Source: an optimization exercise on an open RTL-to-GDS flow (aim: small area and few clock cycles). Production flows keep margins and buffers that such runs may drop.
In this exercise RTL edits were held to simulation tests only and were not proved equivalent to the original.
Power and IR drop assume default switching activity.

## RV32_CPU_top
module RV32_CPU_top(
    input CLK100,
    input rst,
    output [9:0] LED,
    input [3:0] PB,
    output [15:2] imem_addr,
    input [31:0] imem_rdata,
    output [15:2] dmem_addr,
    input [31:0] dmem_rdata,
    output dmem_we,
    output [3:0] dmem_be,
    output [31:0] dmem_wdata
);
For scale: roughly 6700 cells after synthesis, about 150 I/O pins, roughly 53000 um2 of cells after synthesis.
Settings: LEC_CHECK=0, ABC_AREA=1, CAP_MARGIN=15, CORE_MARGIN=2, CORE_UTILIZATION=40, PLACE_DENSITY=0.44, SLEW_MARGIN=15; clock period 16.0 ns.
standard.sh (not shown) runs the stock make flow with config.mk's settings and CLKGATE_MAP_FILE= SYNTH_SCRIPT=/design/flow/synth_recipe.tcl, a recipe that flattens the netlist after the stock synthesis.
==> flow/flow/run.sh <==
#!/bin/bash
# Layout flow: the standard synthesis, then the combinational logic is
# re-mapped with area-oriented ABC scripts (with ABC's own buffering and
# gate sizing; flip-flops untouched), the smallest result kept, then
# the standard layout steps on the re-mapped netlist.
# Each tool's output goes to a log file of its own in this folder.
set -euo pipefail
W=$(pwd)
R=$W/orfs/results/$FLOW_PLATFORM/RV32_CPU_top/base
LIB=$FLOW_HOME/platforms/$FLOW_PLATFORM/lib/sky130_fd_sc_hd__tt_025C_1v80.lib
DU=$(sed -n '/^export DONT_USE_CELLS/,/^#/p' $FLOW_HOME/platforms/$FLOW_PLATFORM/config.mk | grep -o 'sky130_fd_sc_hd__[a-z0-9_]*' | tr '\n' ' ')
# the re-mapping also leaves out the weakest (_0) cells: their small
# max-capacitance limits are easily exceeded once the layout is routed
DU="$DU $(grep -o 'cell *("sky130_fd_sc_hd__[a-z0-9]*_0")' $LIB | grep -o 'sky130_fd_sc_hd__[a-z0-9]*_0' | tr '\n' ' ')"
EXTRA=()
if [[ -f $W/flow/extra_make_args ]]; then
    mapfile -t EXTRA < <(grep -v '^#' $W/flow/extra_make_args | grep -v '^$')
fi

# 1. standard synthesis
bash standard.sh synth > $W/log_1_synth.log 2>&1
cp $R/1_2_yosys.v $W/netlist_standard.v

# 2. re-map the combinational logic with each ABC script in flow/abc/ and
#    keep the smallest result whose flip-flops are the standard synthesis's
flops() { grep -E '^\s*sky130_fd_sc_hd__\S*df\S* ' "$1" | awk '{print $1, $2}' | sort; }
std_flops=$(flops $W/netlist_standard.v)
best=""
best_area=""
for sc in $W/flow/abc/*.abc; do
    n=$(basename $sc .abc)
    if REMAP_IN=$W/netlist_standard.v REMAP_OUT=$W/netlist_remap_$n.v REMAP_LIB=$LIB \
       REMAP_DONT_USE="$DU" REMAP_SCRIPT=$sc \
           yosys -c $W/flow/remap.tcl > $W/log_2_remap_$n.log 2>&1; then
        a=$(grep -m1 "Chip area for module" $W/netlist_remap_$n.v.after.stat | awk '{print $NF}')
        if [[ "$std_flops" == "$(flops $W/netlist_remap_$n.v)" ]] && \
           ! grep -oE '\\\S+' $W/netlist_remap_$n.v | grep -qE '[:/]'; then
            echo "$n: area $a, accepted" >> $W/log_2_remap_check.log
            if [[ -z "$best" ]] || awk -v x="$a" -v y="$best_area" 'BEGIN{exit !(x < y)}'; then
                best=$n; best_area=$a
            fi
        else
            echo "$n: area $a, refused (flip-flops or names differ)" >> $W/log_2_remap_check.log
        fi
    else
        echo "$n: yosys failed" >> $W/log_2_remap_check.log
    fi
done
if [[ -n "$best" ]]; then
    echo "using $best" >> $W/log_2_remap_check.log
    cp $W/netlist_remap_$best.v $R/1_2_yosys.v
    touch $R/1_2_yosys.v
    rm -f $R/1_synth.odb
else
    echo "no re-mapped netlist accepted; keeping the standard netlist" >> $W/log_2_remap_check.log
fi

# 3. the standard layout steps
bash standard.sh "${EXTRA[@]}" finish > $W/log_3_layout.log 2>&1
==> flow/flow/abc/s1.abc <==
strash
dc2
&get -n
&dch -f
&nf
&put
topo
stime -c
buffer -c
upsize -c
dnsize -c
==> flow/flow/abc/s2.abc <==
strash
dc2
&get -n
&dch -f
&nf
&put
strash
dc2
&get -n
&dch -f
&nf
&put
topo
stime -c
buffer -c
upsize -c
dnsize -c
==> flow/flow/abc/s3.abc <==
strash
dc2
&get -n
&dch -f
&nf -R 100 -C 32 -F 8 -p
&put
topo
stime -c
buffer -c
upsize -c
dnsize -c
==> flow/flow/abc/s4.abc <==
strash
dc2
&get -n
&dch -f
&nf -R 10 -C 32 -F 8 -p
&put
topo
stime -c
buffer -c
upsize -c
dnsize -c
==> flow/flow/abc/s5.abc <==
strash
&get -n
&dch -f
&nf -R 100 -C 32 -F 8 -p
&put
topo
stime -c
buffer -c
upsize -c
dnsize -c
==> flow/flow/abc/s6.abc <==
strash
dc2
&get -n
&dch -f
&nf -R 1000 -a
&put
topo
stime -c
buffer -c
upsize -c
dnsize -c
Other scripts of this flow, unchanged in this note and not shown: flow/flow/extra_make_args, flow/flow/remap.tcl
The baseline produced a clean layout.
Testbench counts at the start, summed over its fixed seeds: cycles 159,730.
Then changed:
--- a/flow/flow/run.sh
+++ b/flow/flow/run.sh
@@ -2,4 +2,3 @@
 # Layout flow: the standard synthesis, then the combinational logic is
-# re-mapped with area-oriented ABC scripts (with ABC's own buffering and
-# gate sizing; flip-flops untouched), the smallest result kept, then
+# re-mapped with an area-oriented ABC script (flip-flops untouched), then
 # the standard layout steps on the re-mapped netlist.
==> flow/flow/abc/s1.abc (replaced) <==
strash
dc2
&get -n
&dch -f
&nf
&put
==> flow/flow/abc/s2.abc (replaced) <==
strash
dc2
&get -n
&dch -f
&nf
&put
strash
dc2
&get -n
&dch -f
&nf
&put
==> flow/flow/abc/s3.abc (replaced) <==
strash
dc2
&get -n
&dch -f
&nf -R 100 -C 32 -F 8 -p
&put
==> flow/flow/abc/s4.abc (replaced) <==
strash
dc2
&get -n
&dch -f
&nf -R 10 -C 32 -F 8 -p
&put
==> flow/flow/abc/s5.abc (replaced) <==
strash
&get -n
&dch -f
&nf -R 100 -C 32 -F 8 -p
&put
==> flow/flow/abc/s6.abc (replaced) <==
strash
dc2
&get -n
&dch -f
&nf -R 1000 -a
&put
Settings changed: PLACE_DENSITY 0.44 to 0.5.
The new run completed without violations.
Maximum frequency shrinks by a few percent.
Worst setup slack got worse by 340 ps.
Final cell count shrinks slightly.
Sequential power barely changes.
Via count grows slightly.
Area after synthesis shrinks by a few percent.
Routed wire length grows slightly.
Worst hold slack improved by 4.5 ps.
Clock skew shrinks by 38 ps.
Die area shrinks by a few percent.

re-timing with driven ports:
How much do the figures lean on ideal ports? The routed layouts below were timed once more, with nothing changed but the port constraints.
Step 1, drivers: a clkbuf_16 drives CLK100 and a buf_2 each remaining input, both assumed.
Step 2 times the ports against the registers' clock, not the clock port: input delays grow and output delays shrink by t, the midpoint of the rising clock arrivals with the driver on.
a / b / c = no drivers / after step 1 / after step 2; a / b = the first two.
run	shift t [ns]	setup WS [ns]	worst hold slack (ns)	latest minus earliest clock arrival (ns)
the first run	0.775	0.660 / 0.637 / 0.637	0.495 / 0.495 / 0.495	0.143 / 0.143
the second run	0.781	0.321 / 0.297 / 0.297	0.499 / 0.499 / 0.499	0.108 / 0.108
After both steps setup and hold are still met in every run listed. For the second run, which loses most, drivers alone change the setup slack by -0.024 ns; drivers and shift together by -0.024 ns.
